Background: an optimization exercise with open tools, aiming at small area, a short achievable clock period and few clock cycles per item. Do not read the settings as production practice. RTL that was checked went through simulation tests only; none was proved equivalent to the original. Function not checked in run 1: the RTL went through the layout flow alone. Power figures rest on the tool's default switching activity, not on a simulated workload.

`design/flow/design.v`:
```
module MIPS(
    input reset_n,
    input clk,
    output [31:0] imem_addr,
    input [31:0] imem_rdata,
    output [31:0] dmem_addr,
    output [31:0] dmem_wdata,
    output dmem_we,
    input [31:0] dmem_rdata
);
reg [29:0] pc;           
reg [31:0] ir;           
reg        xv;           
reg [29:0] xpc1;         
reg [31:0] m_res;        
reg [31:0] m_wd;         
reg        m_we;         
reg        m_ld;         
reg [4:0]  m_rd;         
reg [31:0] rf [1:31];
wire [29:0] pc1 = pc + 30'd1;
assign imem_addr = {pc, 2'b00};
wire f_jmp = (imem_rdata[31:27] == 5'b00001);       
wire [5:0] op = ir[31:26];
wire [5:0] fn = ir[5:0];
wire [4:0] rs = ir[25:21];
wire [4:0] rt = ir[20:16];
wire [4:0] rd = ir[15:11];
wire is_mem  = op[5];                                    
wire is_sw   = op[5] & op[3];
wire is_lw   = op[5] & ~op[3];
wire is_imm  = ~op[5] & op[3];                           
wire is_slti = is_imm & op[1];
wire is_br   = ~op[5] & ~op[3] & op[2];                  
wire is_jj   = ~op[5] & ~op[3] & ~op[2] & op[1];         
wire is_jal  = is_jj & op[0];
wire is_r    = ~op[5] & ~op[3] & ~op[2] & ~op[1];
wire is_jr   = is_r & (fn == 6'b001000);
wire r_log   = fn[2];                                    
wire r_slt   = fn[3];
wire r_sub   = fn[1] & ~fn[3];
wire uses_rt = is_r | is_br | is_sw;
wire uses_rs = ~is_jj;
reg [31:0] rfa, rfb;
integer i;
always @* begin
    rfa = 32'd0;
    rfb = 32'd0;
    for (i = 1; i < 32; i = i + 1) begin
        rfa = rfa | ({32{rs == i}} & rf[i]);
        rfb = rfb | ({32{rt == i}} & rf[i]);
    end
end
wire fwd_a = (m_rd == rs) & (m_rd != 5'd0);
wire fwd_b = (m_rd == rt) & (m_rd != 5'd0);
wire [31:0] a = fwd_a ? m_res : rfa;
wire [31:0] b = fwd_b ? m_res : rfb;
wire [31:0] imm = {{16{ir[15]}}, ir[15:0]};
wire [31:0] opb = (is_imm | is_mem) ? imm : b;
wire sub = is_slti | (is_r & (r_slt | r_sub | is_jr));
wire [32:0] sum = {1'b0, a} + {1'b0, sub ? ~opb : opb} + {32'd0, sub};
wire lt = ~sum[32];
reg [31:0] res;
always @* begin
    if (is_jal)
        res = {xpc1, 2'b00};
    else if (is_slti | (is_r & r_slt))
        res = {31'd0, lt};
    else if (is_r & r_log)
        res = fn[0] ? (a | b) : (a & b);
    else
        res = sum[31:0];
end
reg [4:0] dst;
always @* begin
    if (is_r & ~is_jr) dst = rd;
    else if (is_imm | is_lw) dst = rt;
    else if (is_jal) dst = 5'd31;
    else dst = 5'd0;
end
wire eq = (a == b);
wire taken = xv & ((is_br & (eq ^ op[0])) | is_jr);
wire [29:0] btarget = xpc1 + imm[29:0];
wire [29:0] target = is_jr ? sum[31:2] : btarget;
wire ld_hz = xv & m_ld & (m_rd != 5'd0) &
             ((uses_rs & (rs == m_rd)) | (uses_rt & (rt == m_rd)));
assign dmem_addr  = m_res;
assign dmem_wdata = m_wd;
assign dmem_we    = m_we;
wire [31:0] wb = m_ld ? dmem_rdata : m_res;
always @(posedge clk) begin
    if (!reset_n) begin
        pc   <= 30'd0;
        xv   <= 1'b0;
        m_we <= 1'b0;
        m_ld <= 1'b0;
        m_rd <= 5'd0;
    end else if (ld_hz) begin
        m_we <= 1'b0;
        m_ld <= 1'b0;
        m_rd <= 5'd0;
    end else begin
        m_we <= xv & is_sw;
        m_ld <= xv & is_lw;
        m_rd <= xv ? dst : 5'd0;
        xv   <= ~taken;
        pc   <= taken ? target : (f_jmp ? {pc1[29:26], imem_rdata[25:0]} : pc1);
    end
end
always @(posedge clk) begin
    if (!ld_hz) begin
        ir    <= imem_rdata;
        xpc1  <= pc1;
    end
end
always @(posedge clk) begin
    m_res <= res;
    m_wd  <= b;
end
genvar g;
generate
    for (g = 1; g < 32; g = g + 1) begin : regs
        always @(posedge clk) begin
            if (!reset_n || (m_rd == g))
                rf[g] <= reset_n ? wb : 32'd0;
        end
    end
endgenerate
endmodule
```
`design/flow/flow/run.sh`:
```
#!/bin/bash
set -o pipefail
bash standard.sh SETUP_SLACK_MARGIN=9.5 TNS_END_PERCENT=100 finish > make_finish.log 2>&1
```
`design/flow/standard.sh`:
```
#!/bin/bash
# synth_recipe.tcl (not shown) runs the flow's synth.tcl, then flattens the netlist and writes it again
# the make line also repeats each setting of config.mk as NAME=value (left out here)
make -C /OpenROAD-flow-scripts/flow DESIGN_CONFIG=/design/flow/config.mk WORK_HOME=/design/flow/orfs CLKGATE_MAP_FILE= SYNTH_SCRIPT=/design/flow/synth_recipe.tcl "${@:-finish}"
```
`design/flow/config.mk`:
```
export PLATFORM = sky130hd
export DESIGN_NAME = MIPS
export DESIGN_NICKNAME = MIPS
export VERILOG_FILES = /design/flow/design.v
export SDC_FILE = /design/flow/constraint.sdc
export NUM_CORES = 4
export LEC_CHECK = 0
export CAP_MARGIN = 20
export CORE_MARGIN = 2
export CORE_UTILIZATION = 35
export PLACE_DENSITY = 0.55
export SLEW_MARGIN = 20
```
`design/flow/constraint.sdc`:
```
create_clock -name core_clock -period 14.0 [get_ports {clk}]
set_input_delay 2.8000 -clock core_clock [delete_from_list [all_inputs] [get_ports {clk}]]
set_output_delay 2.8000 -clock core_clock [all_outputs]
set_load 0.01 [all_outputs]
```
==> summary.md, run 1 <==
| Metric | Value |
|---|---|
| Status | complete, no violations |
| Clk buf depth | 3 |
| Vias per inst | 7.09 |
| Gr usage total | 34.1% |
| Number of I/O pins | 163 |
| Largest net degree at the start of global routing | 89 |
| Drt initial violations | 11,200 |
| Vias | 48,500 |
| CP top delay family | compound AO/OA/AOI/OAI gates |
| DR pass1 iterations | 12 |
| Layout area overhead | 25.9% |
| Max stage delay cell, worst path | nor3_4 |
| Critical Path Start Type | flip-flop |
| Synthesized instance count | 4,288 |
| Post-synthesis mux area share | 2.08% |
| Max Cap Viol | 0 |
| Global placer's final weighted congestion | 0.961 |
| Pwr Density | 156 nW/um^2 |
| Setup Crit Path Kind | flip-flop to flip-flop |
| Vias in the first global route | 44,100 |
| Post-synth EDFFs | 1,053 |
| Hold Fails Final Rpt | 0 |
| Post-route ant nets | 0 |
| TNS Setup | 0 ns |
| WHS Path Cells | 2 |
| Required @ worst endpoint | 14.64 ns |
| Die width | 397 um |
| WHS Endpoint | m_res[2] |
| Arr. time, crit path | 6.45 ns |
| Setup Viol. Count Final | 0 |
| Routed length per instance | 41.4 um |
| First-pass GRT wire length | 372 mm |
| Sequential area share after synthesis | 62.1% |
| Synth top area share | 58.4% |
| Tmin final | 5.82 ns |
| Finished Cell Area | 68,200 um^2 |
| Total number of yosys warnings | 2 |
| CP max FO | 31 |
| R2R depth | 26 |
| Row count | 144 |
| Clock latency (worst-skew pair) | 0.79 ns |
| WP buf/inv | 5 |
| Max-slew headroom | 20.1% |
| Root Driver | clkbuf_16 |
| Unrepaired setup endpoints after global routing | true |
| Most frequent cell after synthesis | edfxtp_1 |
| Overflow after GRT | 0 |
| FF+latch count, synth | 1,155 |
| CTS sink count | 1,155 |
| Dominant cells by area after synthesis | edfxtp_1, a22oi_1, dfxtp_1 |
| Die extent in y | 397 um |
| DP Area | 59,400 um^2 |
| Compound-Gate Fraction of Synth Area | 19.3% |
| Avg Inst Size Synth | 12.6 um^2 |
| Top cells by count, synth | edfxtp_1, a22oi_1, nor2_1, clkbuf_1, nand2_1 |
| DP HPWL | 155 mm |
| Largest family of logic cells by synthesized area | compound AO/OA/AOI/OAI gates |
| Reg2reg setup slack | 8.18 ns |
| Distinct cells, synth | 88 |
| Clock edge transition at the registers on the reported setup and hold paths | 0.07 ns |
| Post-Synth Simple-Gate Area | 8.61% |
| Synth Cell Area | 54,200 um^2 |
| CORE AREA | 154,000 um^2 |
| R2r startpoint | ir[17] |
| Slew @ Worst Pin | 1.17 ns |
| WL final | 283 mm |
| Async set-or-reset flop fraction in the synthesized netlist | 0% |
| Most used DFF post-synth | edfxtp_1 |
| CTS tree | built |
| Setup crit end kind | flip-flop |
| VDD IR-drop max | 0.114 mV |
| Post-Synth Adder-Cell Area | 3.05% |
| Min-Delay Path Class | flip-flop to flip-flop |
| Nets | 4,893 |
| Fmax | 0.172 GHz |
| Largest area contributor in the synthesized netlist | edfxtp_1 |
| H-tree levels | 3 |
| Num CTS Buffers | 114 |
| PortBufs | 160 |
| Final period utilization | 41.5% |
| Final Max Tran Viols | 0 |
| Layout cells sized above 1 | 21.7% |
| Initial Utilization | 35.2% |
| P_leak | 24.9 nW |
| Post-route clock skew | 0.0772 ns |
| Post-synthesis xor/xnor area fraction | 1.84% |
| Drc violations | 0 |
| CP max stage delay | 0.66 ns |
| Initial antenna violation count | 9 |
| Hold Startpoint | xpc1[0] |
| DIE AREA | 158,000 um^2 |
| Worst R2R End | pc[28] |
flip-flops by register name, indices dropped and copies added, names as in the netlist:
name	flops
m_ld	1
m_wd	32
pc	30
m_we	1
m_res	32
xv	1
m_rd	5
xpc1	30
rf	992
ir	31
metal layers:
metal	vias to the layer above	track usage, %	wire, um
met4	13	22.1	24700
met1	23700	44.7	100000
li1	18100	-	-
met5	-	1.09	480
met2	5236	47.3	112000
met3	1442	12.3	46100
report_power, final:
part           leakage (nW)  total (mW)  switching [mW]  internal [mW]
Clock                  1.89        3.25            1.41           1.85
Sequential             11.7        5.16           0.532           4.63
Combinational          11.3        2.25            1.46          0.792
Total                  24.9        10.7            3.40           7.27
cell usage in the layout (no fill, tap or decap), drive strengths merged, types with 34 or more instances in the layout:
| cell | netlist | routed |
|---|---|---|
| edfxtp | 1053 | 1053 |
| a22oi | 678 | 678 |
| buf | 54 | 406 |
| nor2 | 253 | 253 |
| nand2 | 217 | 217 |
| clkbuf | 229 | 146 |
| a21oi | 145 | 145 |
| nand3 | 137 | 137 |
| ha | 129 | 129 |
| o21ai | 128 | 128 |
| inv | 119 | 126 |
| a221oi | 106 | 106 |
| nand4 | 105 | 105 |
| dfxtp | 102 | 102 |
| mux2i | 100 | 100 |
| a22o | 99 | 99 |
| clkdlybuf4s50 | 0 | 91 |
| xnor2 | 77 | 77 |
| nor3 | 76 | 76 |
| dlygate4sd2 | 0 | 66 |
| a222oi | 62 | 62 |
| o21a | 47 | 47 |
| clkinv | 1 | 40 |
| xor2 | 37 | 37 |
| nor4 | 37 | 37 |
| a21o | 36 | 36 |
| a211oi | 34 | 34 |
layout make-up:
| type | instances | area (um^2) |
|---|---|---|
| tap | 2044 | 2560 |
| clock buffer | 139 | 2970 |
| inverter | 120 | 450 |
| sequential | 1155 | 33800 |
| timing repair buffer | 574 | 5930 |
| multi-input combinational | 2731 | 21600 |
| fill | 14000 | 85700 |
| antenna | 8 | 20.0 |
| clock inverter | 70 | 913 |
logic make-up (layout without fill, tap and decap cells):
family / Yosys count / count (layout)
simple gates: 957 / 957
buf+inv: 403 / 903
other cells: 1 / 10
compound gates: 1416 / 1416
flops: 1155 / 1155
xor+xnor: 114 / 114
mux: 111 / 111
fa+ha+maj: 131 / 131
how the worst max path moves through the flow:
stage | start | to | slack [ns] | depth (start not counted)
3_5_place_dp | ir[17] | pc[9] | 6.33 | 18
6_report | ir[17] | pc[28] | 8.18 | 26
5_1_grt | ir[19] | pc[28] | 8.02 | 26
2_1_floorplan | ir[20] | m_res[30] | 9.13 | 24
4_1_cts | ir[22] | m_res[0] | 8.25 | 23
3_3_place_gp | ir[17] | pc[9] | 6.46 | 18
stage by stage:
step	std cells	util [%]	power (mW)	hold slack [ns]	setup WS, ns
2_1_floorplan	4289	-	5.85	0.449	9.13
6_report	6841	44.3	10.7	0.494	8.18
4_1_cts	6753	43.2	10.4	0.491	8.25
3_3_place_gp	6369	38.6	6.98	0.468	6.46
5_1_grt	6836	44.3	10.9	0.526	8.02
3_5_place_dp	6369	38.6	6.96	0.475	6.33
worst reg2reg max path: stages (launching register included):
cell and delay, ns:
edfxtp_1 0.42, buf_6 0.16, buf_4 0.14, nand2b_4 0.15, buf_4 0.16, nor2_4 0.05
buf_8 0.23, a22o_1 0.40, a221oi_2 0.22, nand3_1 0.17, nor3_4 0.66, a21oi_4 0.15
a21oi_2 0.19, xnor2_1 0.13, ha_2 0.33, a21o_1 0.18, a21oi_2 0.15, o21ai_1 0.11
a21o_1 0.22, a221o_1 0.42, a31oi_2 0.25, a21oi_2 0.10, a31o_4 0.26, xor2_2 0.15
buf_4 0.14, nor2_4 0.03, a211oi_2 0.18
what timing repair did:
item,4_1_cts,5_1_grt
hold endpoints to repair,0,0
setup endpoints to repair,144,61
hold buffers,0,0
gates resized for setup,507,211
pin swaps,107,117
cloned,3,7
buffers inserted,172,72
==> run 2: changes to the inputs <==
--- a/design/flow/design.v
+++ b/design/flow/design.v
@@ -112,9 +112,7 @@
         ir    <= imem_rdata;
         xpc1  <= pc1;
+        m_res <= res;
+        m_wd  <= b;
     end
-end
-always @(posedge clk) begin
-    m_res <= res;
-    m_wd  <= b;
 end
 genvar g;
==> design/flow/run.sh (new file) <==
#!/bin/bash
# synth_recipe.tcl (not shown) runs the flow's synth.tcl, then flattens the netlist and writes it again
# the make line also repeats each setting of config.mk as NAME=value (left out here)
make -C /OpenROAD-flow-scripts/flow DESIGN_CONFIG=/design/flow/config.mk WORK_HOME=/design/flow/orfs CLKGATE_MAP_FILE= SYNTH_SCRIPT=/design/flow/synth_recipe.tcl finish
--- a/design/flow/config.mk
+++ b/design/flow/config.mk
@@ -6,4 +6,5 @@
 export NUM_CORES = 4
 export LEC_CHECK = 0
+export ABC_CLOCK_PERIOD_IN_PS = 4000
 export CAP_MARGIN = 20
 export CORE_MARGIN = 2
removed: design/flow/flow/run.sh
removed: design/flow/standard.sh
==> run 2 against run 1 <==
Effect of this change:
- first-iteration DRC count is 2.1% lower
- die area is 1.1% higher
- register-to-register slack worse by 2.1 ns
- flip-flop and latch count stayed put
- combinational power is 15% lower
- critical endpoint is now pc[29]
- still clean on timing, DRC and antenna
==> summary.md, run 2 <==
| Metric | Value |
|---|---|
| Status | complete, no violations |
| Max Cap Viol | 0 |
| Met1 Usage GRT | 43.7% |
| Slew @ Worst Pin | 1.30 ns |
| Placed Cells | 6,266 |
| Most flops, register | rf |
| Root Driver | clkbuf_16 |
| Largest net degree at the start of global routing | 83 |
| Setup crit end kind | flip-flop |
| Required @ worst endpoint | 14.69 ns |
| DP HPWL | 157 mm |
| Post-synth EDFFs | 1,117 |
| Die width | 400 um |
| Avg Inst Size Synth | 13.1 um^2 |
| Commonest non-fill, non-tap cells in the layout | edfxtp_1, a22oi_1, a221oi_1 |
| Post-route ant nets | 0 |
| Drc violations | 0 |
| Fin util | 41.1% |
| Drt initial violations | 10,900 |
| CP max stage delay | 0.99 ns |
| DR pass1 iterations | 11 |
| Most frequent cell after synthesis | edfxtp_1 |
| Critical Path Start Type | flip-flop |
| Max-slew headroom | 13.1% |
| Largest area contributor in the synthesized netlist | edfxtp_1 |
| Row count | 145 |
| Post-Synth Simple-Gate Area | 7.91% |
| Number of flip-flops under the largest register name | 992 |
| Clk buf depth | 3 |
| Hold WS | 0.511 ns |
| Synth Cell Area | 54,800 um^2 |
| R2R depth | 21 |
| Nets | 4,526 |
| Final Max Tran Viols | 0 |
| PortBufs | 160 |
| Clock latency (worst-skew pair) | 0.80 ns |
| CP cell instances | nand2b_1 -> nor2_4 -> buf_4 -> a22o_1 -> a221oi_1 -> nand4_1 -> nor3_1 -> nand2_1 -> o21a_1 -> ha_1 -> nor4_1 -> nand4_1 -> nor2_1 -> xnor2_1 -> nor3_1 -> o21ai_2 -> buf_4 -> nor2_1 -> nand2_1 -> o41a_1 -> o31ai_1 |
| FF+latch count, synth | 1,155 |
| Dominant cells by area after synthesis | edfxtp_1, a22oi_1, a221oi_1 |
| Hold Fails Final Rpt | 0 |
| Vias | 46,300 |
| Synth top area share | 61.3% |
| Post-synthesis mux area share | 1.35% |
| CP startpoint | ir[22] |
| Gr usage total | 32.7% |
| CTS sink count | 1,155 |
| Most used DFF post-synth | edfxtp_1 |
| Pwr Density | 164 nW/um^2 |
| Max stage delay cell, worst path | nor3_1 |
| Global placer's final weighted congestion | 0.981 |
| Setup Viol. Count Final | 0 |
| Fmax | 0.126 GHz |
| Setup Crit Path Kind | flip-flop to flip-flop |
| Initial Utilization | 35.1% |
| WHS Path Cells | 2 |
| First-pass GRT wire length | 359 mm |
| Finished Cell Area | 64,000 um^2 |
| Final period utilization | 56.5% |
| Largest family of logic cells by synthesized area | compound AO/OA/AOI/OAI gates |
| Post-route clock skew | 0.0649 ns |
| Post-Layout Cell Count | 6,494 |
| Pre-CTS setup slack | 6.58 ns |
| P_leak | 22.3 nW |
| Total number of yosys warnings | 2 |
| Pwr Total | 10.5 mW |
| Sequential area share after synthesis | 62.7% |
| WL final | 269 mm |
| Most common cell after layout, fill and taps aside | edfxtp_1 |
| Layout cells sized above 1 | 11.3% |
| Synthesized instance count | 4,183 |
| DIE AREA | 160,000 um^2 |
| Hold Startpoint | pc[1] |
| Biggest regs | rf: 992 flops, m_res: 32 flops, m_wd: 32 flops |
| Initial antenna violation count | 10 |
| Number of I/O pins | 163 |
| Die extent in y | 400 um |
| TNS Setup | 0 ns |
| PostCTS Resize Cnt | 0 |
| CORE AREA | 156,000 um^2 |
| Postcts setup bufs | 0 |
| CTS tree | built |
| Worst R2R End | pc[29] |
| Tmin final | 7.91 ns |
| Overflow after GRT | 0 |
| Vias in the first global route | 43,300 |
| Hold_buf cts | 0 |
| CP max FO | 32 |
| Layout area overhead | 16.9% |
| Routed length per instance | 41.4 um |
| Top cells by count, synth | edfxtp_1, a22oi_1, nor2_1, a221oi_1, a22o_1 |
| Fin worst setup slack | 6.09 ns |
| Clock edge transition at the registers on the reported setup and hold paths | 0.07 ns |
| Met3 usage | 11.8% |
| WP buf/inv | 2 |
| Post-synthesis xor/xnor area fraction | 1.94% |
| Reg2reg setup slack | 6.09 ns |
| Arr. time, crit path | 8.60 ns |
| Distinct cells, synth | 91 |
| Compound-Gate Fraction of Synth Area | 20.4% |
| VDD IR-drop max | 0.125 mV |
| DP Area | 59,800 um^2 |
| Async set-or-reset flop fraction in the synthesized netlist | 0% |
| R2r startpoint | ir[22] |
| Vias per inst | 7.14 |
| H-tree levels | 3 |
| GR peak layer | met2 |
| Min-Delay Path Class | flip-flop to flip-flop |
| Unrepaired setup endpoints after global routing | false |
| Met2 Use GR | 46.0% |
| Post-Synth Adder-Cell Area | 3.02% |
| CP top delay family | simple AND/OR/NAND/NOR gates |
| WHS Endpoint | pc[1] |
| Num CTS Buffers | 118 |
==> run 2: changes by cell type after synthesis, sizes merged, moves of 22 or more <==
cell,before,now
nand2,217,126
a22oi,678,381
nor4,37,15
edfxtp,1053,1117
mux2i,100,67
a21oi,145,173
inv,119,95
a22o,99,251
nand3,137,112
a221oi,106,252
dfxtp,102,38
==> run 2: final cells by class <==
cell class,instances,area (um^2)
well taps,2058,2570
clock inverters,81,1030
repair buffers,314,2780
inverters,96,365
flip-flops and latches,1155,34300
clock buffers,143,3090
fillers,14400,91800
multi-input cells,2644,19900
diodes,3,7.51
==> run 2: worst register-to-register path, delay by kind of cell, from the launching register on <==
family | cells | cell delay (ns)
AND/OR/NAND/NOR | 11 | 4.54
XOR/XNOR | 1 | 0.11
AO/OA/AOI/OAI | 6 | 1.36
adder cells (fa/ha/maj) | 1 | 0.34
buffers and inverters | 2 | 0.70
flip-flops | 1 | 0.80
==> run 2: how the worst max path moves through the flow <==
| stage | to | cells past startpoint |
|---|---|---|
| after floorplan | pc[25] | 11 |
| after global placement | pc[29] | 21 |
| after detailed placement | pc[29] | 22 |
| after CTS | pc[29] | 21 |
| after global routing | pc[29] | 20 |
| final | pc[29] | 21 |
==> run 2: kinds of logic after synthesis <==
logic type,count (synthesis)
buf+inv,385
xor+xnor,121
fa+ha+maj,131
mux,72
other cells,1
simple gates,862
flops,1155
compound gates,1456
==> run 2: metal layers <==
metal	part of all wire [%]	routed length, um
met2	41	109000
met4	7.0	19000
met1	37	98700
met5	0.013	35
met3	16	42100
==> run 2: report_power, final <==
| group | switching [mW] | internal (mW) |
|---|---|---|
| Sequential | 0.557 | 4.66 |
| Clock | 1.45 | 1.94 |
| Combinational | 1.29 | 0.615 |
| Total | 3.30 | 7.21 |
Testbench counts of run 2, summed over its fixed seeds: cycles 36,985, insns 32,772.

==> afterwards: timing with drivers on the ports <==
Ports are ideal in the flow. The routed layouts listed here were re-timed in OpenROAD. Step 1 assumes that a clkbuf_16 drives the clock port and a buf_2 every other input. Step 2 adds t to the input delays and takes it off the output delays; t is the mean of the earliest and latest rising clock arrival at the registers after step 1. Input paths then give back, and output paths get back, about the clock's delay inside the block. Three values: ideal, step 1, step 2; two values: the first two.
run | shift t [ns] | setup WS [ns] | worst hold slack (ns) | latest minus earliest clock arrival (ns)
run 1 | 0.829 | 8.184 / 8.184 / 8.184 | 0.494 / 0.494 / 0.494 | 0.077 / 0.077
run 2 | 0.844 | 6.094 / 6.094 / 6.094 | 0.511 / 0.511 / 0.511 | 0.074 / 0.073
After both steps setup and hold are still met in every run listed.
